What follows belongs to an exercise in optimizing a design on an open flow for small area and a short achievable clock period; a production flow would make more cautious choices.
At most, simulation tests tie the RTL to the original design; equivalence was not proved.
No functional check of the RTL was part of run 1.
Power and IR drop assume default switching activity.

### flow/config.mk
export PLATFORM = sky130hd
export DESIGN_NAME = UART_TRANSMITTER
export DESIGN_NICKNAME = UART_TRANSMITTER
export VERILOG_FILES = /design/flow/design.v
export SDC_FILE = /design/flow/constraint.sdc
export NUM_CORES = 4
export LEC_CHECK = 0
export CAP_MARGIN = 20
export CORE_MARGIN = 2
export CORE_UTILIZATION = 60
export CTS_BUF_LIST = sky130_fd_sc_hd__clkbuf_4 sky130_fd_sc_hd__clkbuf_8
export SETUP_SLACK_MARGIN = 2.2
export SLEW_MARGIN = 20
export SYNTH_HIERARCHICAL = 1
### flow/run.sh
#!/bin/bash
# synth_recipe.tcl (not shown) runs the flow's synth.tcl, then flattens the netlist and writes it again
# the make line also repeats each setting of config.mk as NAME=value (left out here)
make -C /OpenROAD-flow-scripts/flow DESIGN_CONFIG=/design/flow/config.mk WORK_HOME=/design/flow/orfs CLKGATE_MAP_FILE= SYNTH_SCRIPT=/design/flow/synth_recipe.tcl finish
### flow/design.v
module UART_TRANSMITTER(
    input clock_i,
    input reset_n_i,
    input [7:0] data_i,
    input data_write_i,
    input [5:0] data_buffer_full_tresh_i,
    input [1:0] baudrate_select_i,
    output data_buffer_full_o,
    output uart_tx_o
    );
localparam PARITY = 4'd0;
localparam STOP   = 4'd1;
localparam IDLE   = 4'd2;
localparam START  = 4'd3;
reg [5:0] count;
reg [7:0] mem [0:31];      
reg [6:0] baud;
reg [3:0] state;
reg       parity;
reg       tx;
reg [4:0] count_n;
FULL_FLAG full_flag(
    .c5(count[5]),
    .nc(count_n),
    .th(data_buffer_full_tresh_i),
    .full(data_buffer_full_o)
    );
wire wr = data_write_i & ~data_buffer_full_o;
wire tick;
TICK_SEL tick_sel(.baud(baud), .sel(baudrate_select_i), .tick(tick));
wire rd = tick & (state == STOP);
wire empty = (count == 6'd0);
wire [5:0] count_next;
COUNT_NEXT count_step(.count(count), .wr(wr), .rd(rd), .next(count_next));
wire [6:0] baud_up;
genvar k;
generate
for (k = 0; k < 7; k = k + 1) begin : bu
    if (k == 0) begin : b0
        assign baud_up[k] = ~baud[k];
    end else begin : bk
        assign baud_up[k] = baud[k] ^ (&baud[k-1:0]);
    end
end
endgenerate
integer i;
always @(posedge clock_i) begin
    if (wr) begin
        mem[1] <= data_i;
        for (i = 2; i < 32; i = i + 1)
            mem[i] <= mem[i-1];
        mem[0] <= mem[31];
    end
end
wire [31:0] entry_sel;
DECODE32 decode(.a(count[4:0]), .y(entry_sel));
reg [7:0] oldest;
wire [7:0] oldest_next;
genvar g, h;
generate
for (h = 0; h < 8; h = h + 1) begin : rb
    wire [31:0] column;
    for (g = 0; g < 32; g = g + 1) begin : cl
        assign column[g] = mem[g][h];
    end
    SELECT32 select(.d(column), .s(entry_sel), .y(oldest_next[h]));
end
endgenerate
always @(posedge clock_i)
    oldest <= oldest_next;
wire bit_now = oldest[state[2:0]];
always @(posedge clock_i) begin
    if (~reset_n_i) begin
        count <= 6'd0;
        count_n <= 5'h1f;
        baud <= 7'd0;
        state <= IDLE;
        tx <= 1'b1;
    end else begin
        count <= count_next;
        count_n <= ~count_next[4:0];
        baud <= baud_up;
        if (tick & (state != IDLE | ~empty))
            state <= (state == START) ? 4'd8 : state + 4'd1;
        tx <= state[3] ? bit_now : (state == PARITY) ? parity : (state != START);
    end
end
always @(posedge clock_i) begin
    if (state == START)
        parity <= 1'b0;
    else if (tick & state[3])
        parity <= parity ^ bit_now;
end
assign uart_tx_o = tx;
endmodule
module DECODE32(
    input [4:0] a,
    output [31:0] y
    );
assign y = 32'd1 << a;
endmodule
module SELECT32(
    input [31:0] d,
    input [31:0] s,
    output y
    );
assign y = |(d & s);
endmodule
module FULL_FLAG(
    input c5,
    input [4:0] nc,
    input [5:0] th,
    output full
    );
wire [4:0] ng, np;
CMP_GP gp(.t(th[4:0]), .nc(nc), .ng(ng), .np(np));
CMP_TREE tree(.ng(ng), .np(np), .c5(c5), .t5(th[5]), .full(full));
endmodule
module CMP_GP(
    input [4:0] t,
    input [4:0] nc,
    output [4:0] ng,
    output [4:0] np
    );
assign ng = ~(t & nc);
assign np = ~(t | nc);
endmodule
module CMP_TREE(
    input [4:0] ng,
    input [4:0] np,
    input c5,
    input t5,
    output full
    );
wire [4:0] g = ~ng;
wire [4:0] p = ~np;
wire gt = g[4]
        | (p[4] & g[3])
        | (p[4] & p[3] & g[2])
        | (p[4] & p[3] & p[2] & g[1])
        | (p[4] & p[3] & p[2] & p[1] & g[0]);
assign full = c5 | (~t5 & ~gt);
endmodule
module TICK_SEL(
    input [6:0] baud,
    input [1:0] sel,
    output tick
    );
wire a4 = &baud[3:0];
wire a5 = a4 & baud[4];
wire a6 = a5 & baud[5];
wire a7 = a6 & baud[6];
assign tick = sel[1] ? (sel[0] ? a7 : a6) : (sel[0] ? a5 : a4);
endmodule
module COUNT_NEXT(
    input [5:0] count,
    input wr,
    input rd,
    output [5:0] next
    );
wire [5:0] cu, cd;
COUNT_CARRY carry(.count(count), .cu(cu), .cd(cd));
COUNT_PICK pick(.count(count), .cu(cu), .cd(cd), .wr(wr), .rd(rd), .next(next));
endmodule
module COUNT_CARRY(
    input [5:0] count,
    output [5:0] cu,
    output [5:0] cd
    );
genvar k;
generate
for (k = 0; k < 6; k = k + 1) begin : ud
    if (k == 0) begin : b0
        assign cu[k] = 1'b1;
        assign cd[k] = 1'b1;
    end else begin : bk
        assign cu[k] = &count[k-1:0];
        assign cd[k] = ~(|count[k-1:0]);
    end
end
endgenerate
endmodule
module COUNT_PICK(
    input [5:0] count,
    input [5:0] cu,
    input [5:0] cd,
    input wr,
    input rd,
    output [5:0] next
    );
wire inc = wr & ~rd;
wire dec = rd & ~wr;
assign next = count ^ ({6{inc}} & cu | {6{dec}} & cd);
endmodule
### flow/constraint.sdc
create_clock -name core_clock -period 4.6 [get_ports {clock_i}]
set_input_delay 0.9200 -clock core_clock [delete_from_list [all_inputs] [get_ports {clock_i}]]
set_output_delay 0.9200 -clock core_clock [all_outputs]
set_load 0.01 [all_outputs]
==> results of run 1 <==
-- sequential cells by signal, indices dropped and copies added, names as in the netlist --
signal,count
count_n,5
state,4
count,6
mem,256
oldest,8
parity,1
baud,7
tx,1
-- area by class of cell --
class / count / area, um^2
multi-input combinational: 313 / 2350
tap: 225 / 282
fill: 1111 / 5100
inverter: 12 / 45.0
timing repair buffer: 32 / 344
sequential: 288 / 8330
clock inverter: 20 / 148
clock buffer: 57 / 703
-- stage by stage --
step,hold slack [ns],util,total power (uW)
floorplan,0.421,-,3240
finish,0.445,0.705,5370
global placement,0.432,0.647,3320
global route,0.456,0.705,5540
detailed placement,0.435,0.647,3330
CTS,0.448,0.698,5390
-- worst max path at each step --
stage	end	slack, ns	cells after the start
2_1_floorplan	count_n[3]$_SDFF_PN1_	-1.81	10
3_3_place_gp	data_buffer_full_o	1.16	6
3_5_place_dp	data_buffer_full_o	1.09	6
4_1_cts	data_buffer_full_o	1.92	6
5_1_grt	data_buffer_full_o	1.88	6
6_report	data_buffer_full_o	1.95	4
-- per-layer routing --
metal / global-route usage / share of wire / up-vias
li1: - / - / 2698
met3: 0.0700 / 0.11 / 79
met1: 0.388 / 0.38 / 3177
met5: 0 / 0 / -
met4: 0.121 / 0.035 / 0
met2: 0.436 / 0.47 / 428
-- power breakdown --
part | leakage, uW | switching [uW] | internal [uW]
Sequential | 0.00276 | 99.0 | 3030
Clock | 0.000449 | 962 | 1120
Combinational | 0.000881 | 103 | 62.8
Total | 0.00409 | 1160 | 4210
-- timing repair --
item	4_1_cts	5_1_grt
setup endpoints to repair	276	131
pin swaps	8	7
setup buffers	1	3
cloned	0	2
gates resized for setup	39	25
==> qor.yml, run 1 <==
status:
  status: "timing/DRC/antenna clean"
yosys:
  avgSynthCellArea_um2: 17.2
  post_synth_instance_area_um2: 10600
  syn_inst: 619
  ys_warn_count: 8
route:
  ant_nets: 0
  drt_first_pass_iters: 6
  drtIter0Drc: 909
  routedWlPerCell_um: 28.0
  finalWirelength_um: 26500
  route.detailed.drc: 0
  vias_per_cell: 6.74
  num_vias: 6382
global_route:
  antenna_found_initial: 0
  grt_pass1_vias: 6354
  grt_start_max_net_pins: 140
  grt_pass1_wl_um: 37500
  grt_use_total: 0.283
  gr-total-overflow: 0
placement:
  dpl_cell_area_um2: 11200
  dp_hpwl_um: 14900
  gp_congestion: 0.851
  placed_cells: 864
  port_buffers: 20
  place_ws_ns: 1.09
layout:
  fin_area_um2: 12200
  insertedDiodeCount: 0
  syn2layout_area_growth_pct: 14.7
  final_common_cell: "edfxtp_1"
  nets: 717
  stdcell_count: 947
  drive_gt1_frac: 0.197
  final_cell_mix: "256 x edfxtp_1, 120 x a22oi_1, 44 x clkbuf_8, 33 x nand4_1, 31 x dfxtp_1"
die:
  start_util: 0.615
  die_x_um: 137
  row_count: 48
  die_y_um: 137
  io_pins: 21
  core_area_um2: 17300
  die-area_um2: 18800
clock_tree:
  cts_buffers: 44
  clockBufferDepth: 3
  h-tree-depth: 2
  cts_sinks: 288
  ctsHoldBuffers: 0
  cts-root-buf: "clkbuf_8"
  cts_tree: "done"
  insertion_delay_ns: 0.54
  cts.clk_slew.worst_paths_ns: 0.07
sta:
  rsz0062_at_grt: "yes"
  finalClockSkew_ns: 0.0137
  setup_viol: 0
  setup_tns_ns: 0
  worstMarginPinSlew_ns: 1.26
  final.setup.worst_slack_ns: 1.95
  finalCritPeriodShare: 0.575
  fmax_ghz: 0.378
  period_minus_slack_ns: 2.65
  max-slew-margin-rel: 0.158
  hold_viol_final: 0
  slew_viol_final: 0
min_path:
  hold_path_class: "reg2reg"
  hold_end: "mem[3][3]$_DFFE_PP_"
  min_from: "mem[2][3]$_DFFE_PP_"
  worstHoldPathCells: 0
worst_setup_path:
  worstSetupStartpointType: "input pin"
  timing.rr.end: "oldest[7]$_DFF_P_"
  worstRegToRegCells: 5
  slowest_stage: "nor4b_2"
  crit_type: "in2out"
  cp.required_ns: 3.68
  critPathArrivalTime_ns: 1.73
  r2r_slack_ns: 2.11
  cp_top_family: "buffers and inverters"
  crit_fanout: 2
  max_stage_delay_ns: 0.27
  end_kind: "output port"
  cp_num_buf_inv: 2
  r2r-start: "count[1]$_SDFF_PN0_"
  path_cells: "dlygate4sd2_1 > nor4b_2 > a21o_1 > buf_2"
  startpoint: "data_buffer_full_tresh_i[5]"
power_and_ir_drop:
  ir_worst_vdd_v: 0.000309
  cellLeakagePower_uw: 0.00409
  p_per_area_nw_per_um2: 440
flow_run:
  maxCapViolCount: 0
==> run 2, diff against run 1 <==
--- a/flow/design.v
+++ b/flow/design.v
@@ -18,9 +18,8 @@
 reg [3:0] state;
 reg       parity;
 reg       tx;
-reg [4:0] count_n;
+reg [5:0] count_n;
 FULL_FLAG full_flag(
-    .c5(count[5]),
     .nc(count_n),
     .th(data_buffer_full_tresh_i),
     .full(data_buffer_full_o)
@@ -72,13 +71,13 @@
 always @(posedge clock_i) begin
     if (~reset_n_i) begin
         count <= 6'd0;
-        count_n <= 5'h1f;
+        count_n <= 6'h3f;
         baud <= 7'd0;
         state <= IDLE;
         tx <= 1'b1;
     end else begin
         count <= count_next;
-        count_n <= ~count_next[4:0];
+        count_n <= ~count_next;
         baud <= baud_up;
         if (tick & (state != IDLE | ~empty))
             state <= (state == START) ? 4'd8 : state + 4'd1;
@@ -107,39 +106,40 @@
 assign y = |(d & s);
 endmodule
 module FULL_FLAG(
-    input c5,
-    input [4:0] nc,
+    input [5:0] nc,
     input [5:0] th,
     output full
     );
 wire [4:0] ng, np;
-CMP_GP gp(.t(th[4:0]), .nc(nc), .ng(ng), .np(np));
-CMP_TREE tree(.ng(ng), .np(np), .c5(c5), .t5(th[5]), .full(full));
+wire gt10, gt32, p32_n, gt30_n, gt;
+NAND2 g0(.a(th[0]), .b(nc[0]), .y(ng[0]));
+NAND2 g1(.a(th[1]), .b(nc[1]), .y(ng[1]));
+NAND2 g2(.a(th[2]), .b(nc[2]), .y(ng[2]));
+NAND2 g3(.a(th[3]), .b(nc[3]), .y(ng[3]));
+NAND2 g4(.a(th[4]), .b(nc[4]), .y(ng[4]));
+NOR2 p1(.a(th[1]), .b(nc[1]), .y(np[1]));
+NOR2 p2(.a(th[2]), .b(nc[2]), .y(np[2]));
+NOR2 p3(.a(th[3]), .b(nc[3]), .y(np[3]));
+NOR2 p4(.a(th[4]), .b(nc[4]), .y(np[4]));
+assign np[0] = 1'b0;
+OAI21 c10(.a1(np[1]), .a2(ng[0]), .b(ng[1]), .y(gt10));
+OAI21 c32(.a1(np[3]), .a2(ng[2]), .b(ng[3]), .y(gt32));
+NOR2 q32(.a(np[3]), .b(np[2]), .y(p32_n));    
+AOI21 c30(.a1(p32_n), .a2(gt10), .b(gt32), .y(gt30_n));
+OAI21 c40(.a1(np[4]), .a2(gt30_n), .b(ng[4]), .y(gt));
+OAI21 f(.a1(th[5]), .a2(gt), .b(nc[5]), .y(full));
 endmodule
-module CMP_GP(
-    input [4:0] t,
-    input [4:0] nc,
-    output [4:0] ng,
-    output [4:0] np
-    );
-assign ng = ~(t & nc);
-assign np = ~(t | nc);
+module NAND2(input a, input b, output y);
+assign y = ~(a & b);
 endmodule
-module CMP_TREE(
-    input [4:0] ng,
-    input [4:0] np,
-    input c5,
-    input t5,
-    output full
-    );
-wire [4:0] g = ~ng;
-wire [4:0] p = ~np;
-wire gt = g[4]
-        | (p[4] & g[3])
-        | (p[4] & p[3] & g[2])
-        | (p[4] & p[3] & p[2] & g[1])
-        | (p[4] & p[3] & p[2] & p[1] & g[0]);
-assign full = c5 | (~t5 & ~gt);
+module NOR2(input a, input b, output y);
+assign y = ~(a | b);
+endmodule
+module OAI21(input a1, input a2, input b, output y);
+assign y = ~((a1 | a2) & b);
+endmodule
+module AOI21(input a1, input a2, input b, output y);
+assign y = ~((a1 & a2) | b);
 endmodule
 module TICK_SEL(
     input [6:0] baud,
--- a/flow/config.mk
+++ b/flow/config.mk
@@ -8,7 +8,9 @@
 export CAP_MARGIN = 20
 export CORE_MARGIN = 2
 export CORE_UTILIZATION = 60
-export CTS_BUF_LIST = sky130_fd_sc_hd__clkbuf_4 sky130_fd_sc_hd__clkbuf_8
-export SETUP_SLACK_MARGIN = 2.2
+export CTS_BUF_LIST = sky130_fd_sc_hd__clkbuf_16
+export CTS_CLUSTER_DIAMETER = 70
+export CTS_CLUSTER_SIZE = 32
+export SETUP_SLACK_MARGIN = 2.3
 export SLEW_MARGIN = 20
 export SYNTH_HIERARCHICAL = 1
==> run 2 against run 1 <==
Compared with the run above: non-clock buffer count grew 13; synthesized area is essentially flat; highest routed layer unchanged; design area shrank 1.6%; total power shrank 9.9%; routed wire length shrank 2.0%; critical endpoint unchanged; clock-buffer cell count shrank 42; core utilization shrank 1.1 points; critical path depth grew 1; register-to-register slack gained 0.26 ns; largest power group unchanged; final cell count shrank 4.1%; via count shrank 2.3%.
==> qor.yml, run 2 <==
worst_setup_path:
  slowest_stage: "dlygate4sd2_1"  # was nor4b_2
  r2r_slack_ns: 2.37  # was 2.11 ns
  timing.rr.end: "oldest[3]$_DFF_P_"  # was oldest[7]$_DFF_P_
  critPathArrivalTime_ns: 1.67  # was 1.73 ns
  endpoint: "data_buffer_full_o"  # unchanged
  max_stage_delay_ns: 0.25  # was 0.27 ns
  path_common_cell: "o21ai_2"
  r2r-start: "count[1]$_SDFF_PN0_"  # unchanged
  worstRegToRegCells: 5  # unchanged
  crit_type: "in2out"  # unchanged
  end_kind: "output port"  # unchanged
  worstSetupStartpointType: "input pin"  # unchanged
  crit_fanout: 2  # unchanged
  path_cells: "dlygate4sd2_1 > nor2_2 > o21ai_2 > o21ai_2 > buf_2"  # was dlygate4sd2_1 > nor4b_2 > a21o_1 > buf_2
  startpoint: "data_buffer_full_tresh_i[4]"  # was data_buffer_full_tresh_i[5]
  cp.required_ns: 3.68  # about the same
yosys:
  synth-edff-count: 256
  synth_xor_area_frac: 0.00741
  syn_inst: 620  # was 619
  synth_compound_area_frac: 0.111
  synth-seq-cells: 289
  post_synth_instance_area_um2: 10600  # about the same
  muxShareOfSynthArea: 0.00882
  synth_top_area_frac: 0.722
  netlist_top_cells_area: "edfxtp_1 72%, a22oi_1 8.5%, dfxtp_1 6.2%, nand4_1 1.9%, a22oi_2 1.6%"
  ys_types: 45
  yosys.area_share.simple: 0.0718
  yosys.area_share.adder: 0.00823
  synthTopCellsByCount: "256 x edfxtp_1, 120 x a22oi_1, 42 x nor2_1"
  ys_async_sr_fraction: 0
  yosysMostFrequentCell: "edfxtp_1"
  yosysSeqAreaShare: 0.784
  avgSynthCellArea_um2: 17.2  # about the same
  synth-main-ff-cell: "edfxtp_1"
  synth_top_family_by_area: "compound AO/OA/AOI/OAI gates"
  ys_warn_count: 8  # unchanged
  yosysTopAreaCell: "edfxtp_1"
sta:
  fmax_ghz: 0.385  # was 0.378 GHz
  finalCritPeriodShare: 0.564  # was 0.575
  setup_tns_ns: 0  # unchanged
  hold_viol_final: 0  # unchanged
  final.setup.worst_slack_ns: 2.01  # was 1.95 ns
  worstMarginPinSlew_ns: 1.12  # was 1.26 ns
  rsz0062_at_grt: "yes"  # unchanged
  setup_viol: 0  # unchanged
  max-slew-margin-rel: 0.247  # was 0.158
  slew_viol_final: 0  # unchanged
  period_minus_slack_ns: 2.59  # was 2.65 ns
  finalClockSkew_ns: 0.0159  # was 0.0137 ns
clock_tree:
  cts_sinks: 289  # was 288
  cts_tree: "done"  # unchanged
  h-tree-depth: 1  # was 2
  clockBufferDepth: 3  # unchanged
  insertion_delay_ns: 0.51  # was 0.54 ns
  cts_buffers: 14  # was 44
  cts.clk_slew.worst_paths_ns: 0.11  # was 0.07 ns
  cts-root-buf: "clkbuf_16"  # was clkbuf_8
global_route:
  grt_pass1_wl_um: 37300  # was 37500 um
  grt_pass1_vias: 6115  # was 6354
  gr-total-overflow: 0  # unchanged
  grt_start_max_net_pins: 68  # was 140
  grt_use_total: 0.280  # was 0.283
  antenna_found_initial: 0  # unchanged
die:
  row_count: 48  # unchanged
  die_y_um: 137  # about the same
  start_util: 0.615  # about the same
  die-area_um2: 18800  # about the same
  io_pins: 21  # unchanged
  die_x_um: 137  # about the same
  core_area_um2: 17300  # unchanged
power_and_ir_drop:
  comb_power_share: 0.036  # was 0.031
  seqPwrFrac: 0.647  # was 0.582
  cellLeakagePower_uw: 0.00397  # was 0.00409 uW
  p_per_area_nw_per_um2: 403  # was 440 nW/um^2
  switchingPower_uw: 1050  # was 1160 uW
  ir_worst_vdd_v: 0.000288  # was 0.000309 V
  pwr-share-clk: 0.316  # was 0.387
  power.internal_uw: 3790  # was 4210 uW
  p_sw_frac: 0.217  # about the same
placement:
  place_ws_ns: 1.15  # was 1.09 ns
  port_buffers: 20  # unchanged
  gp_congestion: 0.867  # was 0.851
  dpl_cell_area_um2: 11300  # was 11200 um^2
  dp_hpwl_um: 15500  # was 14900 um
layout:
  nets: 701  # was 717
  reg.largest.list: "mem (256), oldest (8), baud (7)"  # unchanged
  largest_reg_flops: 256  # unchanged
  top_register: "mem"  # unchanged
  drive_gt1_frac: 0.179  # was 0.197
  fin_area_um2: 12000  # was 12200 um^2
  final_core_util: 0.694  # was 0.705
  syn2layout_area_growth_pct: 12.8  # was 14.7%
  final_common_cell: "edfxtp_1"  # unchanged
  fillers: 1162  # was 1111
  final_cell_mix: "256 x edfxtp_1, 120 x a22oi_1, 33 x nand4_1, 28 x dfxtp_1, 26 x nor2_2"  # was 256 x edfxtp_1, 120 x a22oi_1, 44 x clkbuf_8, 33 x nand4_1, 31 x dfxtp_1
  insertedDiodeCount: 0  # unchanged
route:
  routedWlPerCell_um: 28.6  # was 28.0 um
  drtIter0Drc: 898  # was 909
  vias_per_cell: 6.86  # was 6.74
  ant_nets: 0  # unchanged
  finalWirelength_um: 26000  # was 26500 um
  drt_first_pass_iters: 7  # was 6
  num_vias: 6233  # was 6382
  route.detailed.drc: 0  # unchanged
min_path:
  hold_path_class: "reg2reg"  # unchanged
flow_run:
  maxCapViolCount: 0  # unchanged
status:
  status: "timing/DRC/antenna clean"  # unchanged
==> run 2: power by group through the flow <==
stage	sequential (uW)	clock, uW	combinational (uW)
after CTS	3130	1550	163
after detailed placement	3190	0	155
after floorplan	3150	0	98.4
after global placement	3180	0	149
after global routing	3150	1630	188
final	3130	1530	175
==> run 2: how the worst min path moves through the flow <==
stage / endpoint / startpoint / slack, ns / cells past startpoint
6_report: mem[10][0]$_DFFE_PP_ / mem[9][0]$_DFFE_PP_ / 0.45 / 0
3_3_place_gp: mem[19][7]$_DFFE_PP_ / mem[18][7]$_DFFE_PP_ / 0.43 / 0
5_1_grt: mem[19][6]$_DFFE_PP_ / mem[18][6]$_DFFE_PP_ / 0.47 / 0
2_1_floorplan: baud[0]$_SDFF_PN0_ / baud[0]$_SDFF_PN0_ / 0.42 / 1
3_5_place_dp: mem[17][3]$_DFFE_PP_ / mem[16][3]$_DFFE_PP_ / 0.43 / 0
4_1_cts: mem[10][0]$_DFFE_PP_ / mem[9][0]$_DFFE_PP_ / 0.46 / 0
==> run 2: metal layers <==
metal  global-route usage  share of wire
met3               0.0423           0.10
met4               0.0934          0.032
met5                    0              0
met1                0.393           0.38
met2                0.455           0.49
==> run 2: area by class of cell <==
type	instances	area [um^2]	area share
clock buffer	15	375	0.0313
clock inverter	9	109	0.00906
inverter	13	48.8	0.00406
multi-input combinational	312	2360	0.196
sequential	289	8360	0.696
tap	225	282	0.0234
timing repair buffer	45	482	0.0401
==> run 2: logic make-up (layout without fill, tap and decap cells) <==
kind of cell,Yosys count,after routing
compound gates,150,150
xor+xnor,9,9
fa+ha+maj,7,7
buf+inv,20,82
flops,289,289
mux,6,6
other cells,1,2
simple gates,138,138
==> run 2: repair_timing <==
item / 4_1_cts / 5_1_grt
buffers inserted: 4 / 5
pin swaps: 14 / 6
gates cloned: 1 / 2
hold buffers: 0 / 0
setup endpoints to repair: 280 / 248
resized for setup: 58 / 16
==> run 2: critical path, delay by kind of cell <==
family	cells	cell delay [ns]
buf+inv	2	0.40
simple gates	1	0.14
compound gates	2	0.21
==> run 2: stage by stage <==
stage	power, uW	hold slack [ns]	std cells
5_1_grt	4960	0.469	908
3_5_place_dp	3340	0.433	872
4_1_cts	4840	0.456	901
6_report	4840	0.452	908
3_3_place_gp	3330	0.431	872
2_1_floorplan	3250	0.421	621
==> run 2: per-module statistics from Yosys (local to each module, per instance), excerpt <==
module       copies in the design  cells inside  cell area (um^2)
COUNT_PICK                      1            14               151
NOR2                            5             1              3.75
COUNT_CARRY                     1            13              88.8
SELECT32                        8            21               158
TICK_SEL                        1             6              30.0
DECODE32                        1            47               214
AOI21                           1             1              8.76
==> run 3, diff against run 2 <==
--- a/flow/config.mk
+++ b/flow/config.mk
@@ -8,9 +8,9 @@
 export CAP_MARGIN = 20
 export CORE_MARGIN = 2
 export CORE_UTILIZATION = 60
-export CTS_BUF_LIST = sky130_fd_sc_hd__clkbuf_16
-export CTS_CLUSTER_DIAMETER = 70
-export CTS_CLUSTER_SIZE = 32
+export CTS_BUF_LIST = sky130_fd_sc_hd__clkbuf_8 sky130_fd_sc_hd__clkbuf_16
+export CTS_CLUSTER_DIAMETER = 60
+export CTS_CLUSTER_SIZE = 24
 export SETUP_SLACK_MARGIN = 2.3
 export SLEW_MARGIN = 20
 export SYNTH_HIERARCHICAL = 1
==> run 3 against run 2 <==
Compared with the run above: sequential share of layout area is 0.75 points lower; total power is 6.2% higher; die area stayed put; register-to-register slack better by 0.03 ns; worst hold slack better by 0.0027 ns; clock power is about 20% higher; design area is 1.1% higher; combinational power is 3% lower; global-route usage is 0.33 points higher; critical path type unchanged.
==> qor.yml, run 3 <==
die:
  row_count: 48  # unchanged
  start_util: 0.615  # unchanged
  die-area_um2: 18800  # unchanged
  core_area_um2: 17300  # unchanged
  die_y_um: 137  # unchanged
  die_x_um: 137  # unchanged
  io_pins: 21  # unchanged
power_and_ir_drop:
  p_per_area_nw_per_um2: 423  # was 403 nW/um^2
  cellLeakagePower_uw: 0.00405  # was 0.00397 uW
  ir_worst_vdd_v: 0.000367  # was 0.000288 V
  power_uw: 5140  # was 4840 uW
clock_tree:
  ctsHoldBuffers: 0  # unchanged
  cts.clk_slew.worst_paths_ns: 0.09  # was 0.11 ns
  cts_sinks: 289  # unchanged
  h-tree-depth: 1  # unchanged
  clockBufferDepth: 3  # unchanged
  cts_buffers: 18  # was 14
  cts_tree: "done"  # unchanged
  cts-root-buf: "clkbuf_16"  # unchanged
  insertion_delay_ns: 0.51  # about the same
worst_setup_path:
  cp.required_ns: 3.68  # about the same
  crit_fanout: 2  # unchanged
  critPathArrivalTime_ns: 1.64  # was 1.67 ns
  worstRegToRegCells: 6  # was 5
  timing.rr.end: "oldest[3]$_DFF_P_"  # unchanged
  r2r-start: "count[1]$_SDFF_PN0_"  # unchanged
  worstSetupStartpointType: "input pin"  # unchanged
  r2r_slack_ns: 2.40  # was 2.37 ns
  end_kind: "output port"  # unchanged
  crit_type: "in2out"  # unchanged
min_path:
  hold_end: "mem[23][1]$_DFFE_PP_"  # was mem[10][0]$_DFFE_PP_
  hold_path_class: "reg2reg"  # unchanged
  min_from: "mem[22][1]$_DFFE_PP_"  # was mem[9][0]$_DFFE_PP_
  worstHoldPathCells: 0  # unchanged
layout:
  top_register: "mem"  # unchanged
  final_common_cell: "edfxtp_1"  # unchanged
  reg.largest.list: "mem (256), oldest (8), baud (7)"  # unchanged
  nets: 702  # was 701
  syn2layout_area_growth_pct: 14.1  # was 12.8%
  stdcell_count: 913  # was 908
  final_cell_mix: "256 x edfxtp_1, 120 x a22oi_1, 33 x nand4_1, 28 x dfxtp_1, 26 x nor2_2"  # unchanged
  insertedDiodeCount: 0  # unchanged
  drive_gt1_frac: 0.177  # was 0.179
  largest_reg_flops: 256  # unchanged
sta:
  max-slew-margin-rel: 0.448  # was 0.247
  period_minus_slack_ns: 2.56  # was 2.59 ns
  rsz0062_at_grt: "yes"  # unchanged
  hold_viol_final: 0  # unchanged
  slew_viol_final: 0  # unchanged
  finalClockSkew_ns: 0.0152  # was 0.0159 ns
  worstMarginPinSlew_ns: 0.828  # was 1.12 ns
  setup_viol: 0  # unchanged
  fmax_ghz: 0.391  # was 0.385 GHz
  finalCritPeriodShare: 0.556  # was 0.564
yosys:
  netlist_top_cells_area: "edfxtp_1 72%, a22oi_1 8.5%, dfxtp_1 6.2%, nand4_1 1.9%, a22oi_2 1.6%"  # unchanged
  yosysMostFrequentCell: "edfxtp_1"  # unchanged
  ys_types: 45  # unchanged
  syn_inst: 620  # unchanged
  synth_top_area_frac: 0.722  # unchanged
  avgSynthCellArea_um2: 17.2  # unchanged
  post_synth_instance_area_um2: 10600  # unchanged
  synth-main-ff-cell: "edfxtp_1"  # unchanged
  ys_async_sr_fraction: 0  # unchanged
  synth-seq-cells: 289  # unchanged
  yosysSeqAreaShare: 0.784  # unchanged
  yosysTopAreaCell: "edfxtp_1"  # unchanged
  synth-edff-count: 256  # unchanged
  synthTopCellsByCount: "256 x edfxtp_1, 120 x a22oi_1, 42 x nor2_1"  # unchanged
  ys_warn_count: 8  # unchanged
route:
  num_vias: 6231  # was 6233
  finalWirelength_um: 26000  # about the same
  route.detailed.drc: 0  # unchanged
  drtIter0Drc: 840  # was 898
  vias_per_cell: 6.82  # was 6.86
  routedWlPerCell_um: 28.5  # was 28.6 um
  drt_first_pass_iters: 5  # was 7
  ant_nets: 0  # unchanged
placement:
  gp_congestion: 0.867  # unchanged
  placed_cells: 872  # unchanged
  port_buffers: 20  # unchanged
  dp_hpwl_um: 15500  # unchanged
global_route:
  grt_start_max_net_pins: 68  # unchanged
  gr-total-overflow: 0  # unchanged
  grt_use_total: 0.283  # was 0.280
  antenna_found_initial: 1  # was 0
  grt_pass1_wl_um: 37600  # was 37300 um
  grt_pass1_vias: 6136  # was 6115
flow_run:
  maxCapViolCount: 0  # unchanged
status:
  status: "timing/DRC/antenna clean"  # unchanged
==> run 3: worst max-delay path by stage <==
stage | slack [ns] | depth (start not counted) | end | start
2_1_floorplan | -1.78 | 11 | count_n[2]$_SDFF_PN1_ | data_buffer_full_tresh_i[1]
3_3_place_gp | 1.19 | 7 | data_buffer_full_o | data_buffer_full_tresh_i[2]
3_5_place_dp | 1.15 | 7 | data_buffer_full_o | data_buffer_full_tresh_i[2]
4_1_cts | 2.00 | 7 | data_buffer_full_o | data_buffer_full_tresh_i[3]
5_1_grt | 1.99 | 7 | data_buffer_full_o | data_buffer_full_tresh_i[1]
6_report | 2.04 | 5 | data_buffer_full_o | data_buffer_full_tresh_i[4]
==> run 3: report_power, final <==
group	internal, uW	total [uW]	leakage (uW)	switching [uW]
Sequential	3030	3130	0.00277	100
Clock	950	1840	0.000331	885
Combinational	65.3	169	0.000945	104
Total	4050	5140	0.00405	1090
==> run 3: cell families after synthesis <==
kind of cell	after synthesis	synth area share
AO/OA/AOI/OAI	150	0.111
XOR/XNOR	9	0.00741
adder cells (fa/ha/maj)	7	0.00823
buffers and inverters	20	0.00811
flip-flops	289	0.784
multiplexers	6	0.00882
other	1	0.000352
AND/OR/NAND/NOR	138	0.0718
==> run 3: final cells by class <==
| cell class | instances | area [um^2] |
|---|---|---|
| clock inverters | 13 | 174 |
| inverters | 13 | 48.8 |
| well taps | 225 | 282 |
| flip-flops and latches | 289 | 8360 |
| fillers | 1134 | 5160 |
| multi-input cells | 312 | 2350 |
| clock buffers | 19 | 475 |
| repair buffers | 42 | 452 |
==> run 3: what timing repair did <==
| item | 4_1_cts | 5_1_grt |
|---|---|---|
| gates cloned | 1 | 0 |
| endpoints found under the setup margin | 280 | 44 |
| resized for setup | 60 | 9 |
| setup buffers | 3 | 4 |
| endpoints found under the hold margin | 0 | 0 |
| pin swaps | 13 | 6 |
==> run 3: worst max-delay path: stages <==
cell and delay [ns]:
dlygate4sd2_1 0.25, nor2_2 0.13, o21ai_2 0.07, o21ai_2 0.12, buf_2 0.14
==> run 3: per-stage QoR <==
step	hold WS [ns]	setup WS, ns	TNS (ns)	instance area (um^2)	utilization
floorplan	0.421	-1.78	-284.70	10700	-
CTS	0.456	2.00	0	12100	0.697
global route	0.461	1.99	0	12100	0.702
finish	0.455	2.04	0	12100	0.702
detailed placement	0.433	1.15	0	11300	0.651
global placement	0.431	1.19	0	11200	0.650
==> run 3: metal layers <==
| layer | vias up | GRT usage | part of all wire |
|---|---|---|---|
| met3 | 78 | 0.0541 | 0.10 |
| met1 | 3123 | 0.396 | 0.38 |
| li1 | 2649 | - | - |
| met2 | 379 | 0.457 | 0.48 |
| met5 | - | 0 | 0.00050 |
| met4 | 2 | 0.0905 | 0.035 |
==> run 3: per-module statistics from Yosys (local to each module, per instance), excerpt <==
module / cells inside / copies in the design / flip-flops and latches
COUNT_CARRY: 13 / 1 / 0
COUNT_PICK: 14 / 1 / 0
DECODE32: 47 / 1 / 0
NOR2: 1 / 5 / 0
SELECT32: 21 / 8 / 0
TICK_SEL: 6 / 1 / 0
UART_TRANSMITTER: 357 / 1 / 289
==> run 4, diff against run 3 <==
==> flow/flow/run.sh (new file) <==
#!/bin/bash
# The standard layout, with plain buf_2 cells as the port buffers and
# timing repair free to resize cells across footprints.
set -o pipefail
bash standard.sh "BUFFER_PORTS_ARGS=-buffer_cell sky130_fd_sc_hd__buf_2" MATCH_CELL_FOOTPRINT=0 finish > standard_flow.log 2>&1
==> flow/standard.sh (new file) <==
#!/bin/bash
# synth_recipe.tcl (not shown) runs the flow's synth.tcl, then flattens the netlist and writes it again
# the make line also repeats each setting of config.mk as NAME=value (left out here)
make -C /OpenROAD-flow-scripts/flow DESIGN_CONFIG=/design/flow/config.mk WORK_HOME=/design/flow/orfs CLKGATE_MAP_FILE= SYNTH_SCRIPT=/design/flow/synth_recipe.tcl "${@:-finish}"
removed: flow/run.sh
==> run 4 against run 3 <==
Compared with the run above: largest cell class unchanged; non-clock buffer count shrank 3; first-iteration DRC count down 7.5%; still clean; flip-flop and latch count is the same; combinational power is 2% lower; clock power decreased by 4%; critical endpoint unchanged; final cell count down 0.44%.
==> qor.yml, run 4 <==
layout:
  nets: 699  # was 702
  final_cell_mix: "256 x edfxtp_1, 120 x a22oi_1, 33 x nand4_1, 29 x dfxtp_1, 27 x nor2_2"  # was 256 x edfxtp_1, 120 x a22oi_1, 33 x nand4_1, 28 x dfxtp_1, 26 x nor2_2
  drive_gt1_frac: 0.197  # was 0.177
  final_core_util: 0.696  # was 0.702
  syn2layout_area_growth_pct: 13.0  # was 14.1%
  stdcell_count: 909  # was 913
  top_register: "mem"  # unchanged
  reg.largest.list: "mem (256), oldest (8), baud (7)"  # unchanged
  final_common_cell: "edfxtp_1"  # unchanged
  largest_reg_flops: 256  # unchanged
  insertedDiodeCount: 0  # unchanged
yosys:
  ys_async_sr_fraction: 0  # unchanged
  avgSynthCellArea_um2: 17.2  # unchanged
  synth-main-ff-cell: "edfxtp_1"  # unchanged
  synth-edff-count: 256  # unchanged
  yosysMostFrequentCell: "edfxtp_1"  # unchanged
  ys_warn_count: 8  # unchanged
  yosysSeqAreaShare: 0.784  # unchanged
  yosysTopAreaCell: "edfxtp_1"  # unchanged
  post_synth_instance_area_um2: 10600  # unchanged
  synth_top_area_frac: 0.722  # unchanged
  synth-seq-cells: 289  # unchanged
  syn_inst: 620  # unchanged
  ys_types: 45  # unchanged
  netlist_top_cells_area: "edfxtp_1 72%, a22oi_1 8.5%, dfxtp_1 6.2%, nand4_1 1.9%, a22oi_2 1.6%"  # unchanged
  synthTopCellsByCount: "256 x edfxtp_1, 120 x a22oi_1, 42 x nor2_1"  # unchanged
placement:
  placed_cells: 869  # was 872
  port_buffers: 20  # unchanged
  gp_congestion: 0.853  # was 0.867
  dp_hpwl_um: 15400  # was 15500 um
  place_ws_ns: 1.63  # was 1.15 ns
worst_setup_path:
  cp_num_buf_inv: 2  # unchanged
  cp_top_family: "compound AO/OA/AOI/OAI gates"  # was buffers and inverters
  startpoint: "data_buffer_full_tresh_i[3]"  # was data_buffer_full_tresh_i[4]
  r2r_slack_ns: 2.30  # was 2.40 ns
  path_cells: "buf_8 > nor2_4 > nor2_4 > a21oi_2 > o21ai_1 > o21ai_2 > buf_2"  # was dlygate4sd2_1 > nor2_2 > o21ai_2 > o21ai_2 > buf_2
  end_kind: "output port"  # unchanged
  critPathArrivalTime_ns: 1.65  # was 1.64 ns
  path_common_cell: "nor2_4"  # was o21ai_2
  max_stage_delay_ns: 0.14  # was 0.25 ns
  worstRegToRegCells: 10  # was 6
  worstSetupStartpointType: "input pin"  # unchanged
  crit_fanout: 2  # unchanged
  cp.required_ns: 3.68  # about the same
  crit_type: "in2out"  # unchanged
  slowest_stage: "buf_2"  # was dlygate4sd2_1
  path_depth: 7  # was 5
  r2r-start: "count_n[2]$_SDFF_PN1_"  # was count[1]$_SDFF_PN0_
die:
  row_count: 48  # unchanged
  io_pins: 21  # unchanged
  die_x_um: 137  # unchanged
  start_util: 0.615  # unchanged
  die-area_um2: 18800  # unchanged
  die_y_um: 137  # unchanged
  core_area_um2: 17300  # unchanged
route:
  vias_per_cell: 6.86  # was 6.82
  ant_nets: 0  # unchanged
  route.detailed.drc: 0  # unchanged
  routedWlPerCell_um: 28.5  # about the same
  finalWirelength_um: 25900  # was 26000 um
  drtIter0Drc: 777  # was 840
  num_vias: 6234  # was 6231
  drt_first_pass_iters: 8  # was 5
sta:
  hold_viol_final: 0  # unchanged
  final.setup.worst_slack_ns: 2.03  # was 2.04 ns
  setup_viol: 0  # unchanged
  finalClockSkew_ns: 0.0203  # was 0.0152 ns
  fmax_ghz: 0.388  # was 0.391 GHz
  slew_viol_final: 0  # unchanged
  rsz0062_at_grt: "yes"  # unchanged
  period_minus_slack_ns: 2.57  # was 2.56 ns
  max-slew-margin-rel: 0.483  # was 0.448
  finalCritPeriodShare: 0.560  # was 0.556
  worstMarginPinSlew_ns: 0.774  # was 0.828 ns
power_and_ir_drop:
  pwr-share-clk: 0.349  # was 0.357
  seqPwrFrac: 0.619  # was 0.610
  p_per_area_nw_per_um2: 421  # was 423 nW/um^2
  power.internal_uw: 3990  # was 4050 uW
  cellLeakagePower_uw: 0.00401  # was 0.00405 uW
  switchingPower_uw: 1070  # was 1090 uW
  comb_power_share: 0.033  # about the same
  p_sw_frac: 0.212  # about the same
  ir_worst_vdd_v: 0.000366  # was 0.000367 V
min_path:
  worstHoldPathCells: 0  # unchanged
  hold_path_class: "reg2reg"  # unchanged
  min_from: "mem[3][2]$_DFFE_PP_"  # was mem[22][1]$_DFFE_PP_
global_route:
  gr-total-overflow: 0  # unchanged
  grt_start_max_net_pins: 85  # was 68
  grt_use_total: 0.282  # was 0.283
  antenna_found_initial: 0  # was 1
  grt_pass1_vias: 6020  # was 6136
  grt_pass1_wl_um: 37400  # was 37600 um
status:
  status: "timing/DRC/antenna clean"  # unchanged
clock_tree:
  cts_buffers: 18  # unchanged
  cts_tree: "done"  # unchanged
  h-tree-depth: 1  # unchanged
  insertion_delay_ns: 0.51  # about the same
  ctsHoldBuffers: 0  # unchanged
  cts-root-buf: "clkbuf_16"  # unchanged
  cts.clk_slew.worst_paths_ns: 0.09  # about the same
  cts_sinks: 289  # unchanged
  clockBufferDepth: 3  # unchanged
flow_run:
  maxCapViolCount: 0  # unchanged
==> run 4: cell counts after synthesis <==
No cell type changed its count.
==> run 4: area by class of cell <==
cell class | instances | area [um^2]
sequential | 289 | 8360
fill | 1162 | 5270
multi-input combinational | 312 | 2360
clock buffer | 22 | 528
timing repair buffer | 39 | 358
tap | 225 | 282
clock inverter | 9 | 95.1
inverter | 13 | 48.8
==> run 4: kinds of logic after synthesis <==
| kind of cell | synth area share |
|---|---|
| buf+inv | 0.00811 |
| other cells | 0.000352 |
| fa+ha+maj | 0.00823 |
| compound gates | 0.111 |
| mux | 0.00882 |
| xor+xnor | 0.00741 |
| simple gates | 0.0718 |
| flops | 0.784 |
==> run 4: metrics by stage <==
stage | power [uW] | hold slack, ns | setup TNS [ns] | instance area, um^2
global placement | 3320 | 0.431 | 0 | 11100
finish | 5070 | 0.451 | 0 | 12000
floorplan | 3250 | 0.421 | -284.70 | 10700
global route | 5200 | 0.460 | 0 | 12000
detailed placement | 3330 | 0.433 | 0 | 11100
CTS | 5070 | 0.454 | 0 | 11900
==> run 4: routing by layer <==
metal	global-route usage	vias up	part of all wire
li1	-	2652	-
met1	0.374	3133	0.38
met2	0.457	370	0.48
met3	0.0659	79	0.093
met4	0.114	0	0.040
met5	0	-	0
==> run 4: power by group through the flow <==
stage          Clock, uW  Sequential (uW)  Combinational [uW]
6_report            1770             3130                 165
5_1_grt             1870             3150                 177
4_1_cts             1780             3130                 153
3_5_place_dp           0             3190                 144
3_3_place_gp           0             3180                 138
2_1_floorplan          0             3150                98.4
==> run 4: repair_timing <==
item / CTS / global route
pin swaps: 6 / 11
buffers inserted: 3 / 2
gates resized for setup: 38 / 18
setup endpoints to repair: 235 / 240
cloned: 1 / 3
==> run 4: modules after synthesis (local to each module, per instance), excerpt <==
module | flip-flops and latches | cells inside
COUNT_CARRY | 0 | 13
COUNT_PICK | 0 | 14
DECODE32 | 0 | 47
NAND2 | 0 | 1
OAI21 | 0 | 1
SELECT32 | 0 | 21
UART_TRANSMITTER | 289 | 357
==> run 4: worst paths after layout <==
kind                                        endpoint
worst max register to register  mem[29][3]$_DFFE_PP_
worst max-delay path              data_buffer_full_o
worst min register to register   mem[4][2]$_DFFE_PP_
worst min-delay path             mem[4][2]$_DFFE_PP_
==> run 5, diff against run 4 <==
--- a/flow/design.v
+++ b/flow/design.v
@@ -103,7 +103,20 @@
     input [31:0] s,
     output y
     );
-assign y = |(d & s);
+wire [10:0] n;
+genvar g;
+generate for (g = 0; g < 10; g = g + 1) begin : a3
+    AOI222 a(.a1(d[3*g]), .a2(s[3*g]), .b1(d[3*g+1]), .b2(s[3*g+1]),
+             .c1(d[3*g+2]), .c2(s[3*g+2]), .y(n[g]));
+end endgenerate
+AOI22 a2(.a1(d[30]), .a2(s[30]), .b1(d[31]), .b2(s[31]), .y(n[10]));
+assign y = ~&n;
+endmodule
+module AOI222(input a1, input a2, input b1, input b2, input c1, input c2, output y);
+assign y = ~(a1 & a2 | b1 & b2 | c1 & c2);
+endmodule
+module AOI22(input a1, input a2, input b1, input b2, output y);
+assign y = ~(a1 & a2 | b1 & b2);
 endmodule
 module FULL_FLAG(
     input [5:0] nc,
--- a/flow/config.mk
+++ b/flow/config.mk
@@ -11,6 +11,6 @@
 export CTS_BUF_LIST = sky130_fd_sc_hd__clkbuf_8 sky130_fd_sc_hd__clkbuf_16
 export CTS_CLUSTER_DIAMETER = 60
 export CTS_CLUSTER_SIZE = 24
-export SETUP_SLACK_MARGIN = 2.3
+export SETUP_SLACK_MARGIN = 2.0
 export SLEW_MARGIN = 20
 export SYNTH_HIERARCHICAL = 1
==> run 5 against run 4 <==
Compared with the run above: still clean; clock-buffer cell count fell by 5; sequential share of layout area grew 2.9 points; routed wire length shrank 19%; combinational power shrank 9%; final cell count fell by 6.6%; register-to-register slack got worse by 0.19 ns; total power decreased by 4.4%; synthesized cell count shrank 7.7%; critical path type unchanged.
==> qor.yml, run 5 <==
route:
  ant_nets: 0  # unchanged
  route.detailed.drc: 0  # unchanged
  drt_first_pass_iters: 8  # unchanged
  routedWlPerCell_um: 24.8  # was 28.5 um
  drtIter0Drc: 921  # was 777
  vias_per_cell: 6.78  # was 6.86
  num_vias: 5752  # was 6234
  finalWirelength_um: 21100  # was 25900 um
sta:
  max-slew-margin-rel: 0.342  # was 0.483
  worstMarginPinSlew_ns: 0.984  # was 0.774 ns
  rsz0062_at_grt: "yes"  # unchanged
  hold_viol_final: 0  # unchanged
  period_minus_slack_ns: 2.61  # was 2.57 ns
  finalClockSkew_ns: 0.0234  # was 0.0203 ns
  finalCritPeriodShare: 0.567  # was 0.560
  fmax_ghz: 0.384  # was 0.388 GHz
  setup_tns_ns: 0  # unchanged
  slew_viol_final: 0  # unchanged
  whs_ns: 0.453  # was 0.451 ns
  setup_viol: 0  # unchanged
clock_tree:
  cts_buffers: 17  # was 18
  cts_tree: "done"  # unchanged
  h-tree-depth: 1  # unchanged
  clockBufferDepth: 3  # unchanged
  cts-root-buf: "clkbuf_16"  # unchanged
  cts.clk_slew.worst_paths_ns: 0.09  # about the same
  cts_sinks: 289  # unchanged
  insertion_delay_ns: 0.50  # was 0.51 ns
global_route:
  grt_pass1_wl_um: 31600  # was 37400 um
  grt_use_total: 0.231  # was 0.282
  grt_start_max_net_pins: 120  # was 85
  gr-total-overflow: 0  # unchanged
  grt_pass1_vias: 5405  # was 6020
  antenna_found_initial: 0  # unchanged
yosys:
  post_synth_instance_area_um2: 10500  # was 10600 um^2
  yosys.area_share.simple: 0.0663  # was 0.0718
  ys_types: 44  # was 45
  synth_compound_area_frac: 0.103  # was 0.111
  synth_top_area_frac: 0.734  # was 0.722
  yosysSeqAreaShare: 0.797  # was 0.784
  synthTopCellsByCount: "256 x edfxtp_1, 80 x a222oi_1, 42 x nor2_1"  # was 256 x edfxtp_1, 120 x a22oi_1, 42 x nor2_1
  synth-edff-count: 256  # unchanged
  avgSynthCellArea_um2: 18.3  # was 17.2 um^2
  netlist_top_cells_area: "edfxtp_1 73%, a222oi_1 7.6%, dfxtp_1 6.3%, a22oi_2 1.7%, nor2_1 1.5%"  # was edfxtp_1 72%, a22oi_1 8.5%, dfxtp_1 6.2%, nand4_1 1.9%, a22oi_2 1.6%
  syn_inst: 572  # was 620
  yosysTopAreaCell: "edfxtp_1"  # unchanged
  ys_warn_count: 8  # unchanged
  synth-main-ff-cell: "edfxtp_1"  # unchanged
  yosys.area_share.adder: 0.00836  # was 0.00823
  synth_top_family_by_area: "compound AO/OA/AOI/OAI gates"  # unchanged
  yosysMostFrequentCell: "edfxtp_1"  # unchanged
  synth_xor_area_frac: 0.00753  # was 0.00741
  muxShareOfSynthArea: 0.00896  # was 0.00882
  synth-seq-cells: 289  # unchanged
  ys_async_sr_fraction: 0  # unchanged
min_path:
  hold_end: "mem[21][5]$_DFFE_PP_"  # was mem[4][2]$_DFFE_PP_
  min_from: "mem[20][5]$_DFFE_PP_"  # was mem[3][2]$_DFFE_PP_
  worstHoldPathCells: 0  # unchanged
  hold_path_class: "reg2reg"  # unchanged
layout:
  reg.largest.list: "mem (256), oldest (8), baud (7)"  # unchanged
  multi_input_area_um2: 2090  # was 2360 um^2
  final_common_cell: "edfxtp_1"  # unchanged
  fin_area_um2: 11500  # was 12000 um^2
  stdcell_count: 849  # was 909
  final_core_util: 0.671  # was 0.696
  seq_area_um2: 8350  # was 8360 um^2
  insertedDiodeCount: 0  # unchanged
  largest_reg_flops: 256  # unchanged
  syn2layout_area_growth_pct: 10.1  # was 13.0%
  drive_gt1_frac: 0.139  # was 0.197
  top_register: "mem"  # unchanged
  nets: 642  # was 699
  final_cell_mix: "256 x edfxtp_1, 80 x a222oi_1, 38 x nor2_1, 33 x dfxtp_1, 18 x buf_2"  # was 256 x edfxtp_1, 120 x a22oi_1, 33 x nand4_1, 29 x dfxtp_1, 27 x nor2_2
  fillers: 1180  # was 1162
die:
  die-area_um2: 18500  # was 18800 um^2
  die_y_um: 136  # was 137 um
  start_util: 0.610  # was 0.615
  row_count: 48  # unchanged
  core_area_um2: 17200  # was 17300 um^2
  die_x_um: 136  # was 137 um
  io_pins: 21  # unchanged
power_and_ir_drop:
  cellLeakagePower_uw: 0.00390  # was 0.00401 uW
  ir_worst_vdd_v: 0.000407  # was 0.000366 V
  p_per_area_nw_per_um2: 420  # was 421 nW/um^2
worst_setup_path:
  cp_top_family: "compound AO/OA/AOI/OAI gates"  # unchanged
  r2r-start: "count[0]$_SDFF_PN0_"  # was count_n[2]$_SDFF_PN1_
  critPathArrivalTime_ns: 1.69  # was 1.65 ns
  end_kind: "output port"  # unchanged
  crit_type: "in2out"  # unchanged
  max_stage_delay_ns: 0.15  # was 0.14 ns
  worstRegToRegCells: 5  # was 10
  path_common_cell: "o21ai_2"  # was nor2_4
  path_cells: "buf_8 > nor2_4 > o21ai_2 > a21oi_2 > o21ai_2 > o21ai_2 > buf_2"  # was buf_8 > nor2_4 > nor2_4 > a21oi_2 > o21ai_1 > o21ai_2 > buf_2
  timing.rr.end: "oldest[0]$_DFF_P_"  # was mem[29][3]$_DFFE_PP_
  slowest_stage: "a21oi_2"  # was buf_2
  crit_fanout: 2  # unchanged
  cp.required_ns: 3.68  # about the same
  cp_num_buf_inv: 2  # unchanged
  r2r_slack_ns: 2.11  # was 2.30 ns
  worstSetupStartpointType: "input pin"  # unchanged
placement:
  placed_cells: 814  # was 869
  gp_congestion: 0.840  # was 0.853
  port_buffers: 20  # unchanged
  dp_hpwl_um: 14600  # was 15400 um
  dpl_cell_area_um2: 10900  # was 11100 um^2
flow_run:
  maxCapViolCount: 0  # unchanged
status:
  status: "timing/DRC/antenna clean"  # unchanged
[run 5: per-stage QoR]
step	setup slack, ns	total power (uW)
CTS	1.99	4860
floorplan	-1.78	3250
finish	1.99	4840
global route	1.97	4990
detailed placement	1.62	3330
global placement	1.70	3310
[run 5: kinds of logic after synthesis]
family	after synthesis
buf+inv	20
fa+ha+maj	7
simple gates	130
other cells	1
mux	6
flops	289
xor+xnor	9
compound gates	110
[run 5: worst register-to-register path, stage by stage (launching register included)]
cell	delay, ns
dfxtp_1	0.70
nand3b_1	0.30
nor2_1	0.21
a222oi_1	0.56
nand4_1	0.19
or3_1	0.42
[run 5: layout make-up]
class | count | area share
tap | 225 | 0.0244
inverter | 13 | 0.00423
multi-input combinational | 264 | 0.182
clock inverter | 10 | 0.00857
sequential | 289 | 0.724
timing repair buffer | 31 | 0.0205
clock buffer | 17 | 0.0369
[run 5: how the worst max path moves through the flow]
stage                     depth (start not counted)                   startpoint  slack, ns                     to
after global routing                              7  data_buffer_full_tresh_i[1]       1.97     data_buffer_full_o
after detailed placement                          8  data_buffer_full_tresh_i[1]       1.62   mem[18][5]$_DFFE_PP_
after CTS                                         7  data_buffer_full_tresh_i[3]       1.99     data_buffer_full_o
after global placement                            8  data_buffer_full_tresh_i[1]       1.70   mem[15][4]$_DFFE_PP_
final                                             7  data_buffer_full_tresh_i[1]       1.99     data_buffer_full_o
after floorplan                                  11  data_buffer_full_tresh_i[1]      -1.78  count_n[2]$_SDFF_PN1_
[run 5: power by group]
group	total (uW)	leakage, uW	switching [uW]	internal (uW)
clock network	1570	0.000271	817	751
registers	3130	0.00277	93.4	3030
logic	150	0.000861	96.6	53.6
total	4840	0.00390	1010	3840
[run 5: routing by layer]
layer,GRT usage,share of wire,vias up
li1,-,-,2533
met1,0.350,0.41,2884
met2,0.368,0.48,312
met3,0.0309,0.092,23
met4,0.0457,0.015,0
met5,0,0,-
[run 5: per-module statistics from Yosys (local to each module, per instance), excerpt]
module	cell area (um^2)	times used	cells inside
AOI21	8.76	1	1
AOI22	12.5	8	1
AOI222	10.0	80	1
COUNT_CARRY	88.8	1	13
COUNT_PICK	151	1	14
DECODE32	214	1	47
NAND2	3.75	5	1
NOR2	3.75	5	1
OAI21	5.00	4	1
SELECT32	23.8	8	4
TICK_SEL	30.0	1	6
UART_TRANSMITTER	8830	1	357
[run 5: repair_timing]
action / in CTS / in global routing
endpoints found under the setup margin: 1 / 170
hold buffers: 0 / 0
buffers inserted: 1 / 7
resized for setup: 2 / 5
pin swaps: 1 / 7
==> run 6, diff against run 5 <==
--- a/flow/config.mk
+++ b/flow/config.mk
@@ -11,6 +11,6 @@
 export CTS_BUF_LIST = sky130_fd_sc_hd__clkbuf_8 sky130_fd_sc_hd__clkbuf_16
 export CTS_CLUSTER_DIAMETER = 60
 export CTS_CLUSTER_SIZE = 24
-export SETUP_SLACK_MARGIN = 2.0
+export SETUP_SLACK_MARGIN = 2.6
 export SLEW_MARGIN = 20
 export SYNTH_HIERARCHICAL = 1
==> run 6 against run 5 <==
Compared with the run above: critical path depth did not move; clock power rose by 6%; routed wire length rose by 18%; die area did not move; highest routed layer is now met5.
==> qor.yml, run 6 <==
status:
  status: "timing/DRC/antenna clean"  # unchanged
route:
  vias_per_cell: 6.89  # was 6.78
  finalWirelength_um: 24800  # was 21100 um
  ant_nets: 0  # unchanged
  drtIter0Drc: 1157  # was 921
  num_vias: 6264  # was 5752
  routedWlPerCell_um: 27.3  # was 24.8 um
  route.detailed.drc: 0  # unchanged
  drt_first_pass_iters: 9  # was 8
die:
  die-area_um2: 18500  # unchanged
  start_util: 0.610  # unchanged
  row_count: 48  # unchanged
  core_area_um2: 17200  # unchanged
  die_y_um: 136  # unchanged
  die_x_um: 136  # unchanged
  io_pins: 21  # unchanged
layout:
  insertedDiodeCount: 0  # unchanged
  multi_input_area_um2: 2290  # was 2090 um^2
  final_common_cell: "edfxtp_1"  # unchanged
  seq_area_um2: 8370  # was 8350 um^2
  syn2layout_area_growth_pct: 22.7  # was 10.1%
  fillers: 1027  # was 1180
  nets: 699  # was 642
  fin_area_um2: 12900  # was 11500 um^2
  reg.largest.list: "mem (256), oldest (8), baud (7)"  # unchanged
  drive_gt1_frac: 0.285  # was 0.139
  final_cell_mix: "256 x edfxtp_1, 80 x a222oi_1, 39 x clkbuf_16, 28 x dfxtp_1, 23 x nor2_2"  # was 256 x edfxtp_1, 80 x a222oi_1, 38 x nor2_1, 33 x dfxtp_1, 18 x buf_2
  top_register: "mem"  # unchanged
  largest_reg_flops: 256  # unchanged
  stdcell_count: 909  # was 849
sta:
  finalClockSkew_ns: 0.0163  # was 0.0234 ns
  setup_viol: 0  # unchanged
  worstMarginPinSlew_ns: 0.880  # was 0.984 ns
  rsz0062_at_grt: "yes"  # unchanged
  finalCritPeriodShare: 0.557  # was 0.567
  fmax_ghz: 0.391  # was 0.384 GHz
  period_minus_slack_ns: 2.56  # was 2.61 ns
  hold_viol_final: 0  # unchanged
  slew_viol_final: 0  # unchanged
  max-slew-margin-rel: 0.411  # was 0.342
  setup_tns_ns: 0  # unchanged
clock_tree:
  insertion_delay_ns: 0.51  # was 0.50 ns
  clockBufferDepth: 3  # unchanged
  h-tree-depth: 1  # unchanged
  cts_buffers: 18  # was 17
  ctsHoldBuffers: 0  # unchanged
  cts_sinks: 289  # unchanged
  cts-root-buf: "clkbuf_16"  # unchanged
  cts_tree: "done"  # unchanged
  cts.clk_slew.worst_paths_ns: 0.09  # about the same
placement:
  dpl_cell_area_um2: 10900  # about the same
  gp_congestion: 0.889  # was 0.840
  placed_cells: 816  # was 814
  dp_hpwl_um: 14700  # was 14600 um
  port_buffers: 20  # unchanged
yosys:
  yosysTopAreaCell: "edfxtp_1"  # unchanged
  avgSynthCellArea_um2: 18.3  # unchanged
  yosysMostFrequentCell: "edfxtp_1"  # unchanged
  syn_inst: 572  # unchanged
  synthTopCellsByCount: "256 x edfxtp_1, 80 x a222oi_1, 42 x nor2_1"  # unchanged
  synth-main-ff-cell: "edfxtp_1"  # unchanged
  ys_async_sr_fraction: 0  # unchanged
  synth-seq-cells: 289  # unchanged
  synth-edff-count: 256  # unchanged
  netlist_top_cells_area: "edfxtp_1 73%, a222oi_1 7.6%, dfxtp_1 6.3%, a22oi_2 1.7%, nor2_1 1.5%"  # unchanged
  synth_top_area_frac: 0.734  # unchanged
  ys_warn_count: 8  # unchanged
  yosysSeqAreaShare: 0.797  # unchanged
  post_synth_instance_area_um2: 10500  # unchanged
  ys_types: 44  # unchanged
worst_setup_path:
  worstSetupStartpointType: "input pin"  # unchanged
  end_kind: "output port"  # unchanged
  r2r_slack_ns: 2.46  # was 2.11 ns
  critPathArrivalTime_ns: 1.64  # was 1.69 ns
  crit_type: "in2out"  # unchanged
  cp.required_ns: 3.68  # about the same
  worstRegToRegCells: 11  # was 5
  crit_fanout: 2  # unchanged
global_route:
  grt_pass1_vias: 5816  # was 5405
  grt_use_total: 0.259  # was 0.231
  grt_start_max_net_pins: 26  # was 120
  antenna_found_initial: 1  # was 0
  gr-total-overflow: 0  # unchanged
  grt_pass1_wl_um: 35000  # was 31600 um
flow_run:
  maxCapViolCount: 0  # unchanged
min_path:
  hold_path_class: "reg2reg"  # unchanged
  worstHoldPathCells: 0  # unchanged
power_and_ir_drop:
  cellLeakagePower_uw: 0.00446  # was 0.00390 uW
  p_per_area_nw_per_um2: 395  # was 420 nW/um^2
  power_uw: 5080  # was 4840 uW
  ir_worst_vdd_v: 0.000369  # was 0.000407 V
==> run 6: cell counts after synthesis <==
Identical to the previous run, type by type.
==> run 6: kinds of logic after synthesis <==
group                      count (synthesis)  synth area share
AOI/OAI and AO/OA                        110             0.103
xor gates and xnor gates                   9           0.00753
adders and majority gates                  7           0.00836
buffers and inverters                     20           0.00824
DFF                                      289             0.797
muxes                                      6           0.00896
other                                      1          0.000358
and+or+nand+nor                          130            0.0663
==> run 6: critical path, stage by stage <==
cell	delay (ns)
buf_6	0.11
nor2_4	0.09
nor2_2	0.05
a21oi_2	0.12
o21ai_1	0.07
o21ai_2	0.13
buf_2	0.16
==> run 6: per-module statistics from Yosys (local to each module, per instance), excerpt <==
module            flops+latches  times used  cells  area (um^2)
TICK_SEL                      0           1      6         30.0
AOI22                         0           8      1         12.5
NAND2                         0           5      1         3.75
SELECT32                      0           8      4         23.8
OAI21                         0           4      1         5.00
UART_TRANSMITTER            289           1    357         8830
NOR2                          0           5      1         3.75
AOI222                        0          80      1         10.0
COUNT_CARRY                   0           1     13         88.8
DECODE32                      0           1     47          214
AOI21                         0           1      1         8.76
COUNT_PICK                    0           1     14          151
==> run 6: cell type report <==
type	count	area share
inverters	13	0.00380
flip-flops and latches	289	0.651
multi-input cells	265	0.179
clock buffers	19	0.0370
clock inverters	12	0.00759
repair buffers	86	0.100
well taps	225	0.0219
==> run 6: worst paths after layout <==
| check | startpoint | end |
|---|---|---|
| min | mem[20][7]$_DFFE_PP_ | mem[21][7]$_DFFE_PP_ |
| max reg2reg | count_n[1]$_SDFF_PN1_ | mem[11][6]$_DFFE_PP_ |
| max | data_buffer_full_tresh_i[2] | data_buffer_full_o |
| min reg2reg | mem[20][7]$_DFFE_PP_ | mem[21][7]$_DFFE_PP_ |
==> run 6: per-stage QoR <==
stage                     setup WS [ns]   util  hold slack (ns)
after floorplan                   -1.78      -            0.421
after global placement             1.52  0.637            0.429
after detailed placement           1.40  0.637            0.434
after CTS                          2.01  0.717            0.447
after global routing               2.01  0.748            0.453
final                              2.04  0.748            0.442
==> run 6: metal layers <==
layer | up-vias | GRT usage | part of all wire
met2 | 357 | 0.402 | 0.48
li1 | 2666 | - | -
met3 | 24 | 0.0500 | 0.10
met1 | 3215 | 0.390 | 0.41
met4 | 2 | 0.0527 | 0.0085
met5 | - | 0 | 0.00052
==> run 6: repair_timing <==
| action | CTS | global route |
|---|---|---|
| setup endpoints to repair | 277 | 265 |
| pin swaps | 29 | 39 |
| gates cloned | 18 | 16 |
| buffers inserted | 21 | 7 |
| resized for setup | 70 | 46 |
==> run 6: report_power, final <==
part,switching (uW),internal (uW)
combinational,139,144
sequential,94.9,3030
clock,884,786
==> run 7, diff against run 6 <==
--- a/flow/config.mk
+++ b/flow/config.mk
@@ -11,6 +11,6 @@
 export CTS_BUF_LIST = sky130_fd_sc_hd__clkbuf_8 sky130_fd_sc_hd__clkbuf_16
 export CTS_CLUSTER_DIAMETER = 60
 export CTS_CLUSTER_SIZE = 24
-export SETUP_SLACK_MARGIN = 2.6
+export SETUP_SLACK_MARGIN = 2.3
 export SLEW_MARGIN = 20
 export SYNTH_HIERARCHICAL = 1
==> run 7 against run 6 <==
Compared with the run above: final cell count down 6.7%; first-iteration DRC count shrank 15%; global-route usage shrank 2.7 points; total power is 4.7% lower; flip-flop and latch count unchanged; critical path depth stayed put; critical endpoint unchanged.
==> qor.yml, run 7 <==
route:
  vias_per_cell: 6.81  # was 6.89
  finalWirelength_um: 21300  # was 24800 um
  drt_first_pass_iters: 12  # was 9
  routedWlPerCell_um: 25.1  # was 27.3 um
yosys:
  netlist_top_cells_area: "edfxtp_1 73%, a222oi_1 7.6%, dfxtp_1 6.3%, a22oi_2 1.7%, nor2_1 1.5%"  # unchanged
  ys_types: 44  # unchanged
  synth-seq-cells: 289  # unchanged
  ys_async_sr_fraction: 0  # unchanged
  synthTopCellsByCount: "256 x edfxtp_1, 80 x a222oi_1, 42 x nor2_1"  # unchanged
  syn_inst: 572  # unchanged
  yosysSeqAreaShare: 0.797  # unchanged
  yosysTopAreaCell: "edfxtp_1"  # unchanged
  avgSynthCellArea_um2: 18.3  # unchanged
status:
  status: "timing/DRC/antenna clean"  # unchanged
worst_setup_path:
  crit_type: "in2out"  # unchanged
  cp.required_ns: 3.68  # about the same
  worstSetupStartpointType: "input pin"  # unchanged
  worstRegToRegCells: 5  # was 11
  crit_fanout: 2  # unchanged
  critPathArrivalTime_ns: 1.65  # was 1.64 ns
  path_common_cell: "o21ai_2"
  path_cells: "buf_8 > nor2_4 > nor2_2 > a21oi_2 > o21ai_2 > o21ai_2 > buf_2"  # was buf_6 > nor2_4 > nor2_2 > a21oi_2 > o21ai_1 > o21ai_2 > buf_2
layout:
  top_register: "mem"  # unchanged
  insertedDiodeCount: 0  # unchanged
  reg.largest.list: "mem (256), oldest (8), baud (7)"  # unchanged
  final_cell_mix: "256 x edfxtp_1, 80 x a222oi_1, 34 x nor2_1, 28 x dfxtp_1, 18 x clkbuf_16"  # was 256 x edfxtp_1, 80 x a222oi_1, 39 x clkbuf_16, 28 x dfxtp_1, 23 x nor2_2
sta:
  slew_viol_final: 0  # unchanged
  worstMarginPinSlew_ns: 0.960  # was 0.880 ns
  period_minus_slack_ns: 2.57  # was 2.56 ns
  rsz0062_at_grt: "yes"  # unchanged
  setup_tns_ns: 0  # unchanged
  fmax_ghz: 0.389  # was 0.391 GHz
clock_tree:
  cts_sinks: 289  # unchanged
  cts_tree: "done"  # unchanged
  cts-root-buf: "clkbuf_16"  # unchanged
  insertion_delay_ns: 0.49  # was 0.51 ns
  cts_buffers: 17  # was 18
global_route:
  gr-total-overflow: 0  # unchanged
  grt_pass1_vias: 5374  # was 5816
min_path:
  worstHoldPathCells: 0  # unchanged
  hold_path_class: "reg2reg"  # unchanged
power_and_ir_drop:
  p_per_area_nw_per_um2: 418  # was 395 nW/um^2
  cellLeakagePower_uw: 0.00391  # was 0.00446 uW
  ir_worst_vdd_v: 0.000384  # was 0.000369 V
flow_run:
  maxCapViolCount: 0  # unchanged
placement:
  place_ws_ns: 1.67  # was 1.40 ns
  dpl_cell_area_um2: 10900  # about the same
  port_buffers: 20  # unchanged
die:
  die_y_um: 136  # unchanged
## run 7: report_power, final
group / internal, uW / switching (uW)
registers: 3030 / 93.8
clock network: 750 / 812
logic: 54.9 / 98.9
total: 3840 / 1000
## run 7: path summary, 6_finish.rpt
path | to | slack [ns] | from
hold / removal | mem[20][3]$_DFFE_PP_ | 0.44 | mem[19][3]$_DFFE_PP_
setup reg to reg | oldest[2]$_DFF_P_ | 2.36 | count[0]$_SDFF_PN0_
hold reg to reg | mem[20][3]$_DFFE_PP_ | 0.44 | mem[19][3]$_DFFE_PP_
setup / recovery | data_buffer_full_o | 2.03 | data_buffer_full_tresh_i[3]
## run 7: final cells by class
cell class | count | area [um^2] | area share
Timing Repair Buffer | 30 | 246 | 0.0213
Clock inverter | 10 | 98.8 | 0.00853
Sequential cell | 289 | 8360 | 0.722
Clock buffer | 17 | 425 | 0.0367
Inverter | 13 | 48.8 | 0.00421
Tap cell | 225 | 282 | 0.0243
Multi-Input combinational cell | 264 | 2120 | 0.183
## run 7: per-layer routing
layer,part of all wire,GRT usage,vias to the layer above
met5,0,0,-
met4,0.016,0.0388,0
met3,0.088,0.0451,28
met2,0.47,0.360,286
met1,0.43,0.354,2931
li1,-,-,2529
## run 7: critical path, delay by kind of cell
kind	cells	cell delay (ns)
AND/OR/NAND/NOR	2	0.15
buffers and inverters	2	0.24
AO/OA/AOI/OAI	3	0.34
## run 7: metrics by stage
step	instances	power [uW]	hold slack (ns)
finish	848	4840	0.443
global route	848	5000	0.465
CTS	847	4880	0.446
detailed placement	815	3320	0.433
global placement	815	3310	0.429
floorplan	573	3250	0.421
## run 7: modules after synthesis, one instance, submodules excluded, a selection
module	cell area, um^2	times used
DECODE32	214	1
COUNT_PICK	151	1
COUNT_CARRY	88.8	1
TICK_SEL	30.0	1
AOI222	10.0	80
OAI21	5.00	4
NAND2	3.75	5
NOR2	3.75	5
## run 7: logic make-up after synthesis
logic type	Yosys count	share of synthesized area
flops	289	0.797
simple gates	130	0.0663
compound gates	110	0.103
buf+inv	20	0.00824
xor+xnor	9	0.00753
fa+ha+maj	7	0.00836
mux	6	0.00896
other cells	1	0.000358
## run 7: repair_timing
| action | CTS | global route |
|---|---|---|
| resized for setup | 17 | 14 |
| setup endpoints to repair | 235 | 124 |
| hold buffers | 0 | 0 |
| pin swaps | 9 | 11 |
| gates cloned | 1 | 0 |
| setup buffers | 4 | 1 |

Check on run 7: ideal ports give 2.032 ns setup slack; a clkbuf_16 on the clock port and buf_2 on the inputs give 1.994 ns; moving port delays by the midpoint clock arrival (0.526 ns) as well gives 1.866 ns.
